This design comes from an exercise in tuning for small area on the open sky130 flow, not from production work. RTL that was checked went through simulation tests only; none was proved equivalent to the original. The clock input has no modelled driver; a real chip could not lean on it and would need a root buffer or a full tree. Power and IR drop assume default switching activity.

## run A
## seg_595_dynamic
module seg_595_dynamic
(
    input wire sys_clk,
    input wire sys_rst_n,
    input wire [13:0] data,
    input wire [3:0] point,
    input wire seg_en,
    input wire sign,
    output wire stcp,
    output wire shcp,
    output wire ds,
    output wire oe
);
Settings: LEC_CHECK=0, CAP_MARGIN=20, CORE_MARGIN=2, CORE_UTILIZATION=60, SLEW_MARGIN=20; clock period 10.0 ns.
standard.sh (not shown) runs the stock make flow with config.mk's settings and CLKGATE_MAP_FILE= SYNTH_SCRIPT=/design/flow/synth_recipe.tcl, a recipe that flattens the netlist after the stock synthesis.
==> flow/flow/run.sh <==
#!/bin/bash
set -euo pipefail
export BUFFER_PORTS_ARGS="-buffer_cell sky130_fd_sc_hd__buf_1"
export CLK_GROUPS=3
export CLK_GROUP_CELL=sky130_fd_sc_hd__clkbuf_8
export PRE_CTS_TCL="$(pwd)/flow/clk_groups.tcl"
export POST_RESIZE_TCL="$(pwd)/flow/downsize.tcl"
bash standard.sh > standard_flow.log 2>&1
==> flow/flow/downsize.tcl <==
# Sourced after the placement resizing step: every logic gate that synthesis
# mapped to a stronger drive is set to the smallest-area cell of its family,
# as the design has several ns of setup slack. Later repair steps may size up again.
set saved 0.0
foreach inst [[ord::get_db_block] getInsts] {
  set master [$inst getMaster]
  set name [$master getName]
  if { ![regexp {^(sky130_fd_sc_hd__)([a-z0-9]+)_([0-9]+)$} $name -> pre fam drive] } { continue }
  if { [regexp {^(df|sdf|edf|dl|buf|clk|inv|conb|tap|fill|decap|diode)} $fam] } { continue }
  set best $name
  set best_area [expr {[$master getWidth] * [$master getHeight]}]
  foreach lc [get_lib_cells ${pre}${fam}_*] {
    set cname [get_name $lc]
    if { ![regexp "^${pre}${fam}_\[0-9\]+\$" $cname] } { continue }
    set barred 0
    foreach pat $::env(DONT_USE_CELLS) { if { [string match $pat $cname] } { set barred 1 } }
    if { $barred } { continue }
    set m [[ord::get_db] findMaster $cname]
    if { $m eq "NULL" } { continue }
    set ar [expr {[$m getWidth] * [$m getHeight]}]
    if { $ar < $best_area } { set best $cname; set best_area $ar }
  }
  if { $best ne $name } {
    set saved [expr {$saved + ([$master getWidth] * [$master getHeight] - $best_area) / 1e6}]
    replace_cell [$inst getName] $best
  }
}
puts "downsize: saved [format %.2f $saved] um2"
Other scripts of this flow, unchanged in this note and not shown: flow/flow/clk_groups.tcl
Run A finished every stage and its layout cleared the timing, design-rule and antenna checks.
Relative to run A, the following input files were edited for run B:
-- flow/flow/run.sh --
<<< run A, line 8
>>> run B, line 8
export POST_FLOORPLAN_TCL="$(pwd)/flow/restructure.tcl"
==> flow/flow/restructure.tcl (new file) <==
# Sourced after floorplanning: the combinational logic is re-mapped for area
# (OpenROAD's restructure); registers and their names are left as they are.
set lib [lindex $::env(LIB_FILES) 0]
set wd [file join [pwd] rmp_work]
file mkdir $wd
restructure -liberty_file $lib -target area -abc_logfile [file join $wd abc.log] \
  -tielo_port {sky130_fd_sc_hd__conb_1 LO} -tiehi_port {sky130_fd_sc_hd__conb_1 HI} -work_dir $wd
[summary]
- Run B: aborted in floorplan (2_1_floorplan) (tool error)
- Comparing run A against run B, there is no change at all in share of the synthesized netlist area taken by xor and xnor gates.
- As far as y dimension of the die goes, run B and run A are indistinguishable; the numbers are identical.
- Reported for run A and run B, synthesized cell count turned out identical to the last digit.
- Comparing run A against run B, there is no change at all in fraction of the mapped netlist area in adder cells.
- Simple-gate share of the synthesized area came out exactly the same in run A and run B.
- Comparing run A against run B, there is no change at all in fraction of the mapped netlist area in compound gates.
Edits applied to the flow inputs when going from run B to run C:
-- flow/flow/restructure.tcl --
<<< run B, line 4
set wd [file join [pwd] rmp_work]
>>> run C, line 4
set wd [file join $::env(WORK_HOME) rmp_work]
<<< run B, line 6
restructure -liberty_file $lib -target area -abc_logfile [file join $wd abc.log] \
>>> run C, line 6
restructure -liberty_file $lib -target area -depth_threshold 1000 -abc_logfile [file join $wd abc.log] \
==> comparison <==
Re part of the Yosys area used for sequential elements: no difference whatsoever between run C and run B.
Run C: done, clean on timing, DRC and antenna
Diff run C..run B | effective utilization at floorplan | unchanged
Diff run B..run C | fraction of the mapped netlist area in simple logic gates | unchanged
Run C -> run B: gate count of the mapped netlist delta 0, exact match
Any difference in post-synthesis instance area between run C and run B is small enough to ignore.
> inputs changed (run C -> run D)
-- flow/flow/restructure.tcl --
<<< run C, line 6
restructure -liberty_file $lib -target area -depth_threshold 1000 -abc_logfile [file join $wd abc.log] \
>>> run D, line 6
restructure -liberty_file $lib -target area -abc_logfile [file join $wd abc.log] \
<<< run C, line 8
>>> run D, line 8
restructure -liberty_file $lib -target area -abc_logfile [file join $wd abc2.log] \
  -tielo_port {sky130_fd_sc_hd__conb_1 LO} -tiehi_port {sky130_fd_sc_hd__conb_1 HI} -work_dir $wd
## What came out
Compared run D vs run C, and slack of the worst reg-to-reg path is up in run D.
Compared with run C, run D ends up with more cell area.
In run D relative to run C, post-route total power had gone down by a few percent.
The higher met3 track utilization from global routing came out of run C.
Compared with run C, run D shows global-route usage higher by 0.24 points.
When run D is set beside run C, its met1 routing resource usage after global routing turns out to be 0.48 points larger.
On clock power, run D does better than run C.
Run D vs run C — via count climbed slightly
Relative to run D, the following input files were edited for run E:
-- flow/flow/run.sh --
<<< run D, line 8
export POST_FLOORPLAN_TCL="$(pwd)/flow/restructure.tcl"
>>> run E, line 8
-- flow/flow/downsize.tcl --
<<< run D, line 15
    set barred 0
    foreach pat $::env(DONT_USE_CELLS) { if { [string match $pat $cname] } { set barred 1 } }
    if { $barred } { continue }
>>> run E, line 15
    if { [sta::is_dont_use $lc] } { continue }
removed: flow/flow/restructure.tcl
Results
The initial core utilization was comparable across run D and run E. Run E got as far as placement repair (3_4_place_resized), where a tool error ended the run. Re mean instance size in the synthesized netlist: no difference whatsoever between run D and run E. Area after synthesis across run D and run E: no real change. Run D -> run E: synthesized-area fraction occupied by ao, oa, aoi and oai cells delta 0, exact match. In terms of async set-or-reset flop fraction in the synthesized netlist, run D and run E differ only marginally. On post-synthesis xor/xnor area fraction, run D tracks run E almost exactly. Re number of buffers added on ports: no difference whatsoever between run D and run E. As far as gate count of the mapped netlist goes, run D and run E are indistinguishable; the numbers are identical. Changes observed in run E relative to run D: register bit count reported by yosys level; final weighted congestion in routability-driven placement moved down; proportion of synthesized chip area in sequential cells level.
Setup changes, run E to run F
- ABC_AREA: unset -> 1
-- flow/flow/run.sh --
<<< run E, line 8
>>> run F, line 8
export POST_FLOORPLAN_TCL="$(pwd)/flow/restructure.tcl"
-- flow/flow/downsize.tcl --
<<< run E, line 15
    if { [sta::is_dont_use $lc] } { continue }
>>> run F, line 15
    set barred 0
    foreach pat $::env(DONT_USE_CELLS) { if { [string match $pat $cname] } { set barred 1 } }
    if { $barred } { continue }
==> flow/flow/restructure.tcl (new file) <==
# Sourced after floorplanning: the combinational logic is re-mapped for area
# (OpenROAD's restructure); registers and their names are left as they are.
# ABC gets a copy of the library without the platform's don't-use cells.
set wd [file join $::env(WORK_HOME) rmp_work]
file mkdir $wd
set src [lindex $::env(LIB_FILES) 0]
set lib [file join $wd restructure.lib]
set f [open $src r]
set text [read $f]
close $f
foreach cell $::env(DONT_USE_CELLS) {
  set start [string first "cell (\"$cell\")" $text]
  if { $start < 0 } { set start [string first "cell (\"$cell\" )" $text] }
  if { $start < 0 } { continue }
  set open [string first "\{" $text $start]
  set depth 0
  set i $open
  set n [string length $text]
  while { $i < $n } {
    set c [string index $text $i]
    if { $c eq "\{" } { incr depth } elseif { $c eq "\}" } { incr depth -1; if { $depth == 0 } { break } }
    incr i
  }
  set text [string replace $text $start $i ""]
}
set f [open $lib w]
puts -nonewline $f $text
close $f
restructure -liberty_file $lib -target area -abc_logfile [file join $wd abc.log] \
  -tielo_port {sky130_fd_sc_hd__conb_1 LO} -tiehi_port {sky130_fd_sc_hd__conb_1 HI} -work_dir $wd
[summary]
Run F: done, clean on timing, DRC and antenna
When the final numbers for run E and run F were put side by side, the post-synth design cell area turned out to be smaller in run E.
Simple-gate area share of the yosys netlist sits higher in run F than in run E.
Changes observed in run F relative to run E: share of synthesized area spent on multiplexers fell 3.0 points, adder-cell share of the synthesized area fell 0.33 points.
NOTE distinct cell type count after synthesis run E->run F decreased by more than 10%
Of run E and run F, the higher part of the Yosys area used for sequential elements belongs to run E.
On initial core utilization, run F tracks run E almost exactly.
The xor/xnor cell area share of the yosys netlist in run F sits 2.7 points below the value recorded for run E.
In run A, run C, run D and run F the design's own scripts or RTL, not TritonCTS, make the clock network.

========
## P
seg_595_dynamic, a different RTL version from the one above (not shown whole).
For scale: roughly 53 flip-flops, about 26 I/O pins, about 0.0025 mm2 of cells after synthesis.
==> flow/config.mk <==
export PLATFORM = sky130hd
export DESIGN_NAME = seg_595_dynamic
export DESIGN_NICKNAME = seg_595_dynamic
export VERILOG_FILES = /design/flow/design.v
export SDC_FILE = /design/flow/constraint.sdc
export NUM_CORES = 4
export LEC_CHECK = 0
export CAP_MARGIN = 20
export CORE_MARGIN = 2
export CORE_UTILIZATION = 75
export SLEW_MARGIN = 20
==> flow/constraint.sdc <==
create_clock -name core_clock -period 10.0 [get_ports {sys_clk}]
set_input_delay 2.0000 -clock core_clock [delete_from_list [all_inputs] [get_ports {sys_clk}]]
set_output_delay 2.0000 -clock core_clock [all_outputs]
set_load 0.01 [all_outputs]
==> flow/flow/run.sh <==
#!/bin/bash
set -euo pipefail
export BUFFER_PORTS_ARGS="-buffer_cell sky130_fd_sc_hd__buf_1"
export CLK_GROUPS=3
export CLK_GROUP_CELL=sky130_fd_sc_hd__clkbuf_8
export PRE_CTS_TCL="$(pwd)/flow/clk_groups.tcl"
bash standard.sh > standard_flow.log 2>&1
==> flow/flow/clk_groups.tcl <==
# Sourced before CTS: the clock tree becomes a few clock buffers driven
# straight from the clock port, each feeding one group of nearby registers.
# CLK_GROUPS (number of groups) and CLK_GROUP_CELL (buffer) come from run.sh.
rename clock_tree_synthesis __std_clock_tree_synthesis
proc clock_tree_synthesis { args } {
  set k $::env(CLK_GROUPS)
  set cell $::env(CLK_GROUP_CELL)
  set block [ord::get_db_block]
  set net [$block findNet sys_clk]
  set sinks {}
  foreach it [$net getITerms] {
    set inst [$it getInst]
    set loc [$inst getLocation]
    lappend sinks [list [lindex $loc 0] [lindex $loc 1] [$inst getName] [[$it getMTerm] getName]]
  }
  set n [llength $sinks]
  # groups: k stripes by x, or a 2x2 grid for k = 4
  set groups {}
  if { $k == 4 } {
    set byx [lsort -integer -index 0 $sinks]
    set half [expr {$n / 2}]
    foreach part [list [lrange $byx 0 [expr {$half - 1}]] [lrange $byx $half end]] {
      set byy [lsort -integer -index 1 $part]
      set h2 [expr {[llength $byy] / 2}]
      lappend groups [lrange $byy 0 [expr {$h2 - 1}]] [lrange $byy $h2 end]
    }
  } else {
    set byx [lsort -integer -index 0 $sinks]
    for {set g 0} {$g < $k} {incr g} {
      set lo [expr {$g * $n / $k}]
      set hi [expr {($g + 1) * $n / $k - 1}]
      lappend groups [lrange $byx $lo $hi]
    }
  }
  set g 0
  foreach grp $groups {
    set sx 0; set sy 0; set pins {}
    foreach s $grp {
      set sx [expr {$sx + [lindex $s 0]}]
      set sy [expr {$sy + [lindex $s 1]}]
      lappend pins [get_pins "[lindex $s 2]/[lindex $s 3]"]
    }
    set m [llength $grp]
    set x [expr {$sx / $m / 1000.0}]
    set y [expr {$sy / $m / 1000.0}]
    puts "clk_groups: group $g of $m registers, $cell at $x $y"
    insert_buffer -buffer_cell $cell -net sys_clk -load_pins $pins \
      -location [list $x $y] -buffer_name clkbuf_g$g -net_name clknet_g$g
    incr g
  }
  set_propagated_clock [all_clocks]
}
Input changes introduced in Q (baseline for comparison: P):
==> flow/flow/run.sh <==
#!/bin/bash
set -euo pipefail
export BUFFER_PORTS_ARGS="-buffer_cell sky130_fd_sc_hd__buf_1"
export CTS_ARGS="-sink_clustering_enable -repair_clock_nets -dont_use_dummy_load -buf_list {sky130_fd_sc_hd__clkbuf_8}"
bash standard.sh > standard_flow.log 2>&1
-- flow/config.mk --
<<< P, line 6
export NUM_CORES = 4
export LEC_CHECK = 0
export CAP_MARGIN = 20
export CORE_MARGIN = 2
export CORE_UTILIZATION = 75
export SLEW_MARGIN = 20
>>> Q, line 6
export NUM_CORES = 4
export LEC_CHECK = 0
export ABC_AREA = 1
export CAP_MARGIN = 20
export CORE_MARGIN = 2
export CORE_UTILIZATION = 60
export SLEW_MARGIN = 20
removed: flow/flow/clk_groups.tcl
Findings:
Global-route usage, Q and P: smaller value in Q. Sort Q and P by synthesized cell count desc -> top: Q. Cell count (higher): Q. Re clock share of power: Q and P aren't equal, and the higher value belongs to Q. Q: half-perimeter wire length of the detailed placement result is 630 um higher than what P reported.
In P the design's own scripts or RTL, not TritonCTS, make the clock network.

========
## north
The RTL this note starts from:
==> flow/design.v <==
module seg_dynamic
(
    input wire sys_clk,
    input wire sys_rst_n,
    input wire [13:0] data,
    input wire [3:0] point,
    input wire seg_en,
    input wire sign,
    output wire stcp,
    output reg shcp,
    output reg ds
);
reg [1:0]  a2;
reg [3:0]  m;
wire [3:0] a = {m[1:0], a2};    
reg [11:0] w;
reg [2:0]  cs;     
wire wtop = w[11] & w[10] & w[5] & w[4];    
wire wend = wtop & w[2];                    
wire ewin = wtop & ~w[2];                   
wire [1:0] wl = w[1:0];
wire mt = (a2 == 2'd3);                      
wire wt = mt & (m[1:0] == 2'd3);             
wire [3:0]  minc = m + mt;                   
wire [11:0] winc = w + wt;                   
always @(posedge sys_clk or negedge sys_rst_n)
    if (!sys_rst_n) begin
        a2 <= 2'd1;
        m <= 4'd0;
        w <= 12'd3124;
    end else begin
        a2 <= a2 + 1'b1;
        m <= minc & ~({4{mt & m[3] & m[1] & m[0]}} & 4'b1100);
        w <= winc & ~({12{wt & wend}} & 12'b1100_0011_0101);
    end
wire flag = wend & (a == 4'd0);    
always @(posedge sys_clk or negedge sys_rst_n)
    if (!sys_rst_n)
        cs <= 3'd0;
    else if (flag)
        cs <= {cs[1:0], ~cs[2]};
wire s0 = ~cs[2] & ~cs[0];
wire s1 = ~cs[1] &  cs[0];
wire s2 = ~cs[2] &  cs[1];
wire s3 =  cs[2] &  cs[0];
wire s4 =  cs[1] & ~cs[0];
wire shi = cs[2] & ~cs[0];           
wire codd = cs[2] ^ cs[1] ^ cs[0];
reg [15:0] r;
reg [3:0]  rem;
reg        qf;     
reg        pf;     
wire [1:0] W = wl;
wire load  = ewin & (a == 4'd2) & (W == {1'b0, ~codd});
wire start = ewin & (((W == 2'd0) & (a == 4'd3)) | ((W == 2'd1) & (a == 4'd3)) |
                     ((W == 2'd2) & (a == 4'd2)) | ((W == 2'd3) & (a == 4'd1)));
wire last  = ewin & (W == 2'd3) & (a == 4'd15);
wire tap16 = ewin & ((W == 2'd0) | ((W == 2'd1) & (a < 4'd3)));
reg  rot;
always @(*)
    case (1'b1)
        s0: rot = ewin & ((W != 2'd3) | (a == 4'd0));
        s1: rot = ewin & (~W[1] | ((W == 2'd2) & (a < 4'd2)));
        default: rot = 1'b0;
    endcase
wire       top  = tap16 ? r[15] : r[14];
wire [3:0] rin  = (start | ~ewin) ? 4'd0 : rem;
wire [2:0] ru   = rin[3:1];
wire       qbit = ru[0] ^ rin[0];                           
reg  [2:0] un;                                              
always @(*)
    case ({ru, top})
        4'b000_0: un = 3'd0;
        4'b000_1: un = 3'd1;
        4'b001_0: un = 3'd2;
        4'b001_1: un = 3'd3;
        4'b010_0: un = 3'd4;
        4'b010_1: un = 3'd0;
        4'b011_0: un = 3'd1;
        4'b011_1: un = 3'd2;
        4'b100_0: un = 3'd3;
        4'b100_1: un = 3'd4;
        default:  un = {2'b00, top};
    endcase
always @(posedge sys_clk) begin
    r   <= {r[14:0], rot ? top : qbit} | {2'b00, {14{load}} & data};
    rem <= {un, top};
    qf  <= start ? qbit : (qf | qbit | (last & kc));
    if (start)
        pf <= (rem != 4'd0);
    else if (last)
        pf <= (pf | kl) & sign;
end
wire [3:0] pc = {point[3], |point[3:2], |point[3:1], |point[3:0]};    
reg  kc, kl;
always @(*)
    case (1'b1)
        s1: begin kc = pc[1]; kl = pc[0]; end
        s2: begin kc = pc[2]; kl = pc[1]; end
        default: begin kc = pc[3]; kl = pc[2]; end
    endcase
wire show = s0 | qf | (rem != 4'd0);
wire [3:0] nib = shi ? 4'd0 : show ? rem : {3'b111, ~pf};    
reg [3:0] dd;
reg       dot;
always @(posedge sys_clk or negedge sys_rst_n)
    if (!sys_rst_n) begin
        dd  <= 4'd0;
        dot <= 1'b1;
    end else if (flag) begin
        if (seg_en)
            dd <= nib;
        dot <= ~((s0 & point[0]) | (s1 & point[1]) | (s2 & point[2]) | (s3 & point[3]));
    end
reg [7:0] seg;    
always @(*)
    case (dd)
        4'b0000: seg = {dot, 7'b100_0000};    
        4'b0011: seg = {dot, 7'b111_1001};    
        4'b0100: seg = {dot, 7'b010_0100};    
        4'b0111: seg = {dot, 7'b011_0000};    
        4'b1000: seg = {dot, 7'b001_1001};    
        4'b0001: seg = {dot, 7'b001_0010};    
        4'b0010: seg = {dot, 7'b000_0010};    
        4'b0101: seg = {dot, 7'b111_1000};    
        4'b0110: seg = {dot, 7'b000_0000};    
        4'b1001: seg = {dot, 7'b001_0000};    
        4'b1110: seg = 8'b1011_1111;          
        default: seg = 8'b1111_1111;          
    endcase
wire [3:0] sel = {s4, s3, s2, s1};
wire [11:0] frame = {seg[0], seg[1], seg[2], seg[3], seg[4], seg[5], seg[6], seg[7], sel};
reg ds_pre;    
always @(posedge sys_clk)
    ds_pre <= frame[m];
always @(posedge sys_clk or negedge sys_rst_n)
    if (!sys_rst_n) begin
        ds   <= 1'b0;
        shcp <= 1'b0;
    end else begin
        if ((a2 == 2'd1) & shcp)    
            ds <= ds_pre;
        shcp <= a2[1] ~^ a2[0];    
    end
assign stcp = shcp & (a2 == 2'd1) & (m == 4'd0);
endmodule
module seg_595_dynamic
(
    input wire sys_clk,
    input wire sys_rst_n,
    input wire [13:0] data,
    input wire [3:0] point,
    input wire seg_en,
    input wire sign,
    output wire stcp,
    output wire shcp,
    output wire ds,
    output wire oe
);
seg_dynamic seg_dynamic_inst
(
    .sys_clk(sys_clk),
    .sys_rst_n(sys_rst_n),
    .data(data),
    .point(point),
    .seg_en(seg_en),
    .sign(sign),
    .stcp(stcp),
    .shcp(shcp),
    .ds(ds)
);
assign oe = ~sys_rst_n;
endmodule
==> flow/config.mk <==
export PLATFORM = sky130hd
export DESIGN_NAME = seg_595_dynamic
export DESIGN_NICKNAME = seg_595_dynamic
export VERILOG_FILES = /design/flow/design.v
export SDC_FILE = /design/flow/constraint.sdc
export NUM_CORES = 4
export LEC_CHECK = 0
export CAP_MARGIN = 20
export CORE_MARGIN = 2
export CORE_UTILIZATION = 60
export SLEW_MARGIN = 20
==> flow/constraint.sdc <==
create_clock -name core_clock -period 10.0 [get_ports {sys_clk}]
set_input_delay 2.0000 -clock core_clock [delete_from_list [all_inputs] [get_ports {sys_clk}]]
set_output_delay 2.0000 -clock core_clock [all_outputs]
set_load 0.01 [all_outputs]
==> flow/flow/run.sh <==
#!/bin/bash
set -euo pipefail
export BUFFER_PORTS_ARGS="-buffer_cell sky130_fd_sc_hd__buf_1"
export CLK_GROUPS=3
export CLK_GROUP_CELL=sky130_fd_sc_hd__clkbuf_8
export PRE_CTS_TCL="$(pwd)/flow/clk_groups.tcl"
bash standard.sh > standard_flow.log 2>&1
==> flow/flow/clk_groups.tcl <==
# Sourced before CTS: the clock tree becomes a few clock buffers driven
# straight from the clock port, each feeding one group of nearby registers.
# CLK_GROUPS (number of groups) and CLK_GROUP_CELL (buffer) come from run.sh.
rename clock_tree_synthesis __std_clock_tree_synthesis
proc clock_tree_synthesis { args } {
  set k $::env(CLK_GROUPS)
  set cell $::env(CLK_GROUP_CELL)
  set block [ord::get_db_block]
  set net [$block findNet sys_clk]
  set sinks {}
  foreach it [$net getITerms] {
    set inst [$it getInst]
    set loc [$inst getLocation]
    lappend sinks [list [lindex $loc 0] [lindex $loc 1] [$inst getName] [[$it getMTerm] getName]]
  }
  set n [llength $sinks]
  # groups: k stripes by x, or a 2x2 grid for k = 4
  set groups {}
  if { $k == 4 } {
    set byx [lsort -integer -index 0 $sinks]
    set half [expr {$n / 2}]
    foreach part [list [lrange $byx 0 [expr {$half - 1}]] [lrange $byx $half end]] {
      set byy [lsort -integer -index 1 $part]
      set h2 [expr {[llength $byy] / 2}]
      lappend groups [lrange $byy 0 [expr {$h2 - 1}]] [lrange $byy $h2 end]
    }
  } else {
    set byx [lsort -integer -index 0 $sinks]
    for {set g 0} {$g < $k} {incr g} {
      set lo [expr {$g * $n / $k}]
      set hi [expr {($g + 1) * $n / $k - 1}]
      lappend groups [lrange $byx $lo $hi]
    }
  }
  set g 0
  foreach grp $groups {
    set sx 0; set sy 0; set pins {}
    foreach s $grp {
      set sx [expr {$sx + [lindex $s 0]}]
      set sy [expr {$sy + [lindex $s 1]}]
      lappend pins [get_pins "[lindex $s 2]/[lindex $s 3]"]
    }
    set m [llength $grp]
    set x [expr {$sx / $m / 1000.0}]
    set y [expr {$sy / $m / 1000.0}]
    puts "clk_groups: group $g of $m registers, $cell at $x $y"
    insert_buffer -buffer_cell $cell -net sys_clk -load_pins $pins \
      -location [list $x $y] -buffer_name clkbuf_g$g -net_name clknet_g$g
    incr g
  }
  set_propagated_clock [all_clocks]
}
Here is what was changed in the inputs of south compared with north.
-- flow/flow/run.sh --
<<< north, line 6
export PRE_CTS_TCL="$(pwd)/flow/clk_groups.tcl"
bash standard.sh > standard_flow.log 2>&1
>>> south, line 6
export PRE_CTS_TCL="$(pwd)/flow/clk_groups.tcl"
export POST_RESIZE_TCL="$(pwd)/flow/downsize.tcl"
export POST_FLOORPLAN_TCL="$(pwd)/flow/restructure.tcl"
bash standard.sh > standard_flow.log 2>&1
==> flow/flow/downsize.tcl (new file) <==
# Sourced after the placement resizing step: every logic gate that synthesis
# mapped to a stronger drive is set to the smallest-area cell of its family,
# as the design has several ns of setup slack. Later repair steps may size up again.
set saved 0.0
foreach inst [[ord::get_db_block] getInsts] {
  set master [$inst getMaster]
  set name [$master getName]
  if { ![regexp {^(sky130_fd_sc_hd__)([a-z0-9]+)_([0-9]+)$} $name -> pre fam drive] } { continue }
  if { [regexp {^(df|sdf|edf|dl|buf|clk|inv|conb|tap|fill|decap|diode)} $fam] } { continue }
  set best $name
  set best_area [expr {[$master getWidth] * [$master getHeight]}]
  foreach lc [get_lib_cells ${pre}${fam}_*] {
    set cname [get_name $lc]
    if { ![regexp "^${pre}${fam}_\[0-9\]+\$" $cname] } { continue }
    set barred 0
    foreach pat $::env(DONT_USE_CELLS) { if { [string match $pat $cname] } { set barred 1 } }
    if { $barred } { continue }
    set m [[ord::get_db] findMaster $cname]
    if { $m eq "NULL" } { continue }
    set ar [expr {[$m getWidth] * [$m getHeight]}]
    if { $ar < $best_area } { set best $cname; set best_area $ar }
  }
  if { $best ne $name } {
    set saved [expr {$saved + ([$master getWidth] * [$master getHeight] - $best_area) / 1e6}]
    replace_cell [$inst getName] $best
  }
}
puts "downsize: saved [format %.2f $saved] um2"
==> flow/flow/restructure.tcl (new file) <==
# Sourced after floorplanning: the combinational logic is re-mapped for area
# (OpenROAD's restructure); registers and their names are left as they are.
set lib [lindex $::env(LIB_FILES) 0]
set wd [file join $::env(WORK_HOME) rmp_work]
file mkdir $wd
restructure -liberty_file $lib -target area -abc_logfile [file join $wd abc.log] \
  -tielo_port {sky130_fd_sc_hd__conb_1 LO} -tiehi_port {sky130_fd_sc_hd__conb_1 HI} -work_dir $wd
[summary]
Of south and north, the lower worst slew margin relative to its limit belongs to north.
In south relative to north, placed cell count had gone up slightly.
Relative to north, leakage power has gone down in south.
north -> south: logic depth of the worst path, buffers included delta 0, exact match
Compared with north, south shows a lower relative area change from synthesis to final layout.
Number of nets in the layout: south < north
Sequential power across south and north: no real change.
In south the cell count turned out 5 higher than in north.
No run of this note included a check of the RTL's function; only the layout flow was run. No run of this note takes its clock network from TritonCTS; it comes from the design's own scripts or RTL.

## port drivers added, routing unchanged
Ports are ideal in the flow. The routed layouts listed here were re-timed in OpenROAD.
Step 1 (the two cells are an assumption about what drives the block):
set clk [get_ports {sys_clk}]
set_driving_cell -lib_cell sky130_fd_sc_hd__clkbuf_16 $clk
set_driving_cell -lib_cell sky130_fd_sc_hd__buf_2 [delete_from_list [all_inputs] $clk]
Step 2 times the ports against the registers' clock, not the clock port: input delays grow and output delays shrink by t, the midpoint of the rising clock arrivals with the driver on.
Three values: no drivers, after step 1, after step 2; two values: the first two.
run	t, ns	setup slack, ns	worst slew at a driven data input, ns
run A	0.199	5.388 / 5.366 / 5.366	0.03
run C	0.203	5.347 / 5.322 / 5.322	0.04
run D	0.199	5.333 / 5.311 / 5.311	0.03
run F	0.198	5.337 / 5.314 / 5.314	0.03
P	0.199	5.393 / 5.371 / 5.371	0.03
Q	0.324	5.384 / 5.360 / 5.360	0.03
north	0.195	5.403 / 5.379 / 5.379	0.03
south	0.201	5.341 / 5.318 / 5.318	0.03
After both steps setup and hold are still met in every run listed. For run C, which loses most, drivers alone change the setup slack by -0.025 ns; drivers and shift together by -0.025 ns.
